From an optimization exercise on the open Yosys and OpenROAD flow, aimed at small area; shortcuts taken in it are not production practice. Function was checked by simulation only, so behaviour that the tests miss may differ from the original. Power figures rest on the tool's default switching activity, not on a simulated workload.

==> flow/design.v (outline; a module is shown in full before it is edited, if it fits) <==
// module fir_lowpass: 1915 lines
// module fir_fa: 4 lines
// module fir_ha: 4 lines
// module fir_inv: 3 lines
module fir_lowpass #(
    parameter DATA_WIDTH = 16
) (
    input signed [DATA_WIDTH-1:0] i2s_data_in,
    output reg signed [(DATA_WIDTH+16)-1:0] i2s_data_out,
    input clk,
    input resetn
);
  // ...
==> flow/run.sh <==
#!/bin/bash
# synth_recipe.tcl (not shown) runs the flow's synth.tcl, then flattens the netlist and writes it again
# the make line also repeats each setting of config.mk as NAME=value (left out here)
make -C /OpenROAD-flow-scripts/flow DESIGN_CONFIG=/design/flow/config.mk WORK_HOME=/design/flow/orfs CLKGATE_MAP_FILE= SYNTH_SCRIPT=/design/flow/synth_recipe.tcl finish
==> flow/config.mk <==
export PLATFORM = sky130hd
export DESIGN_NAME = fir_lowpass
export DESIGN_NICKNAME = fir_lowpass
export VERILOG_FILES = /design/flow/design.v
export SDC_FILE = /design/flow/constraint.sdc
export NUM_CORES = 4
export LEC_CHECK = 0
export CAP_MARGIN = 20
export CORE_MARGIN = 2
export CORE_UTILIZATION = 60
export CTS_CLUSTER_DIAMETER = 80
export CTS_CLUSTER_SIZE = 30
export GPL_TIMING_DRIVEN = 0
export PLACE_DENSITY = 0.7
export SLEW_MARGIN = 20
export SYNTH_HIERARCHICAL = 1
export SYNTH_MINIMUM_KEEP_SIZE = 0
==> flow/constraint.sdc <==
create_clock -name core_clock -period 8.0 [get_ports {clk}]
set_input_delay 1.6000 -clock core_clock [delete_from_list [all_inputs] [get_ports {clk}]]
set_output_delay 1.6000 -clock core_clock [all_outputs]
set_load 0.01 [all_outputs]
==> results.sh, run 1 <==
export IMPL_status="no timing/DRC/antenna violations"
export IMPL_holdPathEnd="r1[12]$_SDFF_PN1_"
export IMPL_multi_input_gates=1242
export IMPL_die_area_um2=43930
export IMPL_cellLeakagePower_uw=0.01052
export IMPL_cts_tree="built"
export IMPL_slowest_stage="fa_1"
export IMPL_inv_count=169
export IMPL_yosys_area_share_simple_pct=5.920
export IMPL_r2r_end="q22_0$_DFF_P_"
export IMPL_clkSlewWorstSetupHoldPaths_ns=0.11
export IMPL_ys_types=57
export IMPL_combPwrFrac_pct=65.0
export IMPL_multi_input_area_share_pct=65.67
export IMPL_nFlopsAndLatches=333
export IMPL_rr_startpoint="r4[5]$_SDFF_PP0_"
export IMPL_drt_met1_wl_mm=25.67
export IMPL_powerComb_uw=5940
export IMPL_path_cells="fa_1 -> ha_1 -> fa_1 -> fa_1 -> fa_1 -> fa_1 -> fa_1 -> fa_1 -> fa_1 -> fa_1 -> fa_1 -> fa_1 -> fa_1 -> inv_1 -> fa_1 -> fa_1 -> fa_1"
export IMPL_highest_layer="met4"
export IMPL_rsz0062_at_grt="false"
export IMPL_fillCellCount=3108
export IMPL_placedCellCount=2367
export IMPL_cp_num_cells=17
export IMPL_busiest_layer="met2"
export IMPL_cts_buffers=21
export IMPL_regMostFlops="i2s_data_out"
export IMPL_peakVddDrop_mv=0.5408
export IMPL_crit_path_end_kind="register"
export IMPL_p_clk_uw=1250
export IMPL_final_seq_area_um2=6670
export IMPL_syn_area_um2=25360
export IMPL_firstDrtPassIters=5
export IMPL_tns_ns=0
export IMPL_yosys_register_bits=333
export IMPL_finalWirelength_mm=67.09
==> inputs of run 2 (changes only) <==
--- a/flow/config.mk
+++ b/flow/config.mk
@@ -7,11 +7,11 @@
 export LEC_CHECK = 0
 export CAP_MARGIN = 20
 export CORE_MARGIN = 2
-export CORE_UTILIZATION = 60
+export CORE_UTILIZATION = 70
 export CTS_CLUSTER_DIAMETER = 80
 export CTS_CLUSTER_SIZE = 30
 export GPL_TIMING_DRIVEN = 0
-export PLACE_DENSITY = 0.7
+export PLACE_DENSITY = 0.8
 export SLEW_MARGIN = 20
 export SYNTH_HIERARCHICAL = 1
 export SYNTH_MINIMUM_KEEP_SIZE = 0
==> run 2 against run 1 <==
- count of clock-buffer cells in the layout is 1 higher
- utilization rose by 11 points
- sequential power barely moved
- global-route usage increased by 6.3 points
- clock power about the same
- clock skew grew 0.0025 ns
- combinational power about the same
- synthesized cell count unchanged
- area after synthesis unchanged
- critical path type unchanged
- critical endpoint unchanged
- largest power group unchanged
==> results.sh, run 2 <==
export IMPL_netlist_top_cell_by_area="fa_1"
export IMPL_tns_ns=0
export IMPL_route_detailed_drc=0
export IMPL_vias_per_cell=6.170
export IMPL_min_period_ns=7.824
export IMPL_cts_tree="built"
export IMPL_clockPowerShare_pct=13.8
export IMPL_gp_congestion=0.9897
export IMPL_insertion_delay_ns=0.57
export IMPL_highest_layer="met4"
export IMPL_grt_total_usage_pct=39.18
export IMPL_fp_row_count=69
export IMPL_ys_top_cells_by_count="fa_1, dfxtp_1, inv_1, nor2_1, nand2_1"
export IMPL_drt_met1_wl_mm=23.21
export IMPL_fin_crit_sh_pct=97.80
export IMPL_ios=50
export IMPL_synth_most_common_cell="fa_1"
export IMPL_worst_pin_slew_ns=0.9407
export IMPL_clkSlewWorstSetupHoldPaths_ns=0.11
export IMPL_cts_path_max_buffers=3
export IMPL_drv_slew=0
export IMPL_cellLeakagePower_uw=0.01053
export IMPL_postRouteAntennaNets=0
export IMPL_initialDrtViolationCount=1131
export IMPL_antenna_cells=0
export IMPL_seq_area_frac_synth_pct=26.28
export IMPL_ys_async_sr_fraction_pct=0
export IMPL_hold_class="register to register"
export IMPL_largest_reg_flops=32
export IMPL_cp_required_ns=8.44
export IMPL_setup_viol=0
export IMPL_timing_fmax_mhz=127.8
export IMPL_hpwl_mm=56.52
export IMPL_fin_worst_skew_ns=0.03029
export IMPL_rsz0062_at_grt="false"
export IMPL_nets=2674
export IMPL_worstRegToRegCells=16
export IMPL_critical_path_class="register to register"
export IMPL_path_cells="ha_1 -> fa_1 -> fa_1 -> fa_1 -> fa_1 -> fa_1 -> fa_1 -> fa_1 -> fa_1 -> fa_1 -> fa_1 -> fa_1 -> fa_1 -> fa_1 -> fa_1 -> fa_1"
export IMPL_peakVddDrop_mv=0.5045
export IMPL_layout_common_cells="fa_1, dfxtp_1, inv_1"
export IMPL_regMostFlops="i2s_data_out"
export IMPL_cts_hold_buf=0
export IMPL_dr_wl_met3_mm=6.441
export IMPL_clockRootBuffer="clkbuf_16"
export IMPL_layout_cells_most_common="fa_1"
export IMPL_maxCapViolCount=0
export IMPL_cts_sinks=333
export IMPL_path_max_fanout=5
export IMPL_syn_area_per_cell_um2=14.26
export IMPL_syn_area_um2=25360
export IMPL_yosys_register_bits=333
export IMPL_fillCellCount=2176
export IMPL_drive_above_1_share_pct=3.061
export IMPL_numPortBuffers=49
export IMPL_power_switching_uw=4207
export IMPL_ys_types=57
export IMPL_antenna_found_initial=0
export IMPL_synth_flop_cell="dfxtp_1"
export IMPL_status="no timing/DRC/antenna violations"
export IMPL_firstDrtPassIters=24
export IMPL_hold_slack_ns=0.3662
export IMPL_hold_viol=0
export IMPL_vias=14330
export IMPL_combPwrFrac_pct=64.9
export IMPL_critical_path_arrival_ns=8.27
export IMPL_switching_share_pct=46.19
export IMPL_grt_max_degree=31
export IMPL_die_w_um=194.4
export IMPL_core_um2=35660
export IMPL_internal_power_uw=4901
export IMPL_wl_per_cell_um=29.40
export IMPL_syn_to_final_growth_pct=7.296
export IMPL_max_slew_margin_pct=37.29
export IMPL_grt_pass1_wl_mm=103.3
export IMPL_cpPeakStageDelay_ns=0.96
export IMPL_synthCells=1779
export IMPL_synth_edf_count=0
export IMPL_crit_path_end_kind="register"
export IMPL_netlist_area_leader_share_pct=60.22
export IMPL_synthTopCellsByArea="fa_1, dfxtp_1, inv_1, ha_1, nor2_1"
export IMPL_initial_utilization_pct=71.13
export IMPL_power_frac_seq_pct=21.4
export IMPL_power_density_nw_per_um2=334.7
export IMPL_worstHoldPathCells=1
export IMPL_cts_buffers=21
export IMPL_die_area_um2=37770
export IMPL_slowest_stage="fa_1"
export IMPL_finalWirelength_mm=68.29
export IMPL_overflow=0
export IMPL_yosysWarnings=7
export IMPL_syn_num_nets=2602
export IMPL_cp_common_cell="fa_1"
export IMPL_utilization_pct=76.32
export IMPL_worst_setup_path_start_kind="register"
export IMPL_grt_pass1_vias=16670
export IMPL_cts_max_level=1
export IMPL_die_y_um=194.4
export IMPL_wl_met2_mm=34.07
-- run 2: cell count changes in the layout (fill, tap and decap cells not counted), sizes merged --
cell and change:
buf -2, clkbuf +1, clkinv +3, clkinvlp -1, inv -2
-- run 2: logic make-up after synthesis --
family | after synthesis | share of synthesized area, %
fa+ha+maj | 805 | 62.30
simple gates | 347 | 5.920
flops | 333 | 26.28
buf+inv | 204 | 3.044
compound gates | 75 | 1.929
xor+xnor | 14 | 0.4834
mux | 1 | 0.04440
-- run 2: path summary, 6_finish.rpt --
check                                        from                end  slack [ns]
worst max register to register   r5[0]$_SDFF_PN1_      q22_0$_DFF_P_        0.18
worst max-delay path             r5[0]$_SDFF_PN1_      q22_0$_DFF_P_        0.18
worst min register to register  r0[12]$_SDFF_PP0_  r1[12]$_SDFF_PN1_        0.37
worst min-delay path            r0[12]$_SDFF_PP0_  r1[12]$_SDFF_PN1_        0.37
-- run 2: power groups by stage --
stage / clock [uW] / combinational, uW / sequential (uW)
2_1_floorplan: 0 / 4330 / 1980
4_1_cts: 1260 / 5880 / 1950
5_1_grt: 1320 / 6610 / 1960
6_report: 1250 / 5910 / 1950
3_3_place_gp: 0 / 5680 / 1980
3_5_place_dp: 0 / 5820 / 1990
-- run 2: area by class of cell --
cell class / count / area (um^2) / area share [%]
buffer: 35 / 137.6 / 0.5057
sequential: 333 / 6670 / 24.51
tap: 461 / 576.8 / 2.120
inverter: 169 / 634.4 / 2.331
clock inverter: 12 / 245.2 / 0.9011
multi-input combinational: 1242 / 17930 / 65.89
timing repair buffer: 49 / 490.5 / 1.802
clock buffer: 22 / 529.3 / 1.945
-- run 2: Yosys stat by module (local to each module, per instance) --
module | times used | flops+latches | cells inside
fir_ha | 19 | 0 | 1
fir_fa | 762 | 0 | 1
fir_lowpass | 1 | 333 | 997
fir_inv | 1 | 0 | 1
-- run 2: metal layers --
layer | global-route usage, % | up-vias
met5 | 0 | -
met4 | 19.77 | 0
met3 | 9.804 | 236
met2 | 65.05 | 712
met1 | 48.74 | 7876
li1 | - | 5510
-- run 2: repair_timing --
action | CTS | global route
setup buffers | 0 | 0
resized for setup | 0 | 5
endpoints found under the hold margin | 0 | 0
setup endpoints to repair | 0 | 2
-- run 2: worst max-delay path: cells and delay by family, from the launching register on --
| kind | cells | cell delay, ns |
|---|---|---|
| adders and majority gates | 16 | 7.32 |
| DFF | 1 | 0.35 |
-- run 2: stage by stage --
step                      setup WS [ns]  instance area [um^2]  cells  total power [uW]
after floorplan                  0.7434                 25360   1779              6311
after global placement          0.05612                 26430   2289              7657
after detailed placement       0.008303                 26430   2289              7802
after CTS                      0.002480                 27200   2323              9095
after global routing            0.01261                 27210   2323              9893
final                            0.1760                 27210   2323              9108

separate check: timing with driven ports:
The results above use ideal ports. As a check the final layouts listed here were re-extracted and re-timed, cells and wires unchanged. Step 1 (the two cells are an assumption about what drives the block):
set clk [get_ports {clk}]
set_driving_cell -lib_cell sky130_fd_sc_hd__clkbuf_16 $clk
set_driving_cell -lib_cell sky130_fd_sc_hd__buf_2 [delete_from_list [all_inputs] $clk]
Step 2, shift: input delay + t, output delay - t, t = (earliest + latest rising clock arrival at the registers) / 2. This alone moves slack from input paths to output paths. Slacks: ideal / step 1 / step 2; pairs: ideal / step 1.
run | t, ns | setup slack, ns | hold slack, ns | slew at the worst register clock pin (ns) | worst data-port slew with drivers (ns)
run 1 | 0.613 | 0.221 / 0.221 / 0.221 | 0.369 / 0.369 / 0.369 | 0.11 / 0.11 | 0.04
run 2 | 0.613 | 0.176 / 0.176 / 0.176 | 0.366 / 0.366 / 0.366 | 0.11 / 0.11 | 0.05
After both steps every run listed still meets setup and hold.
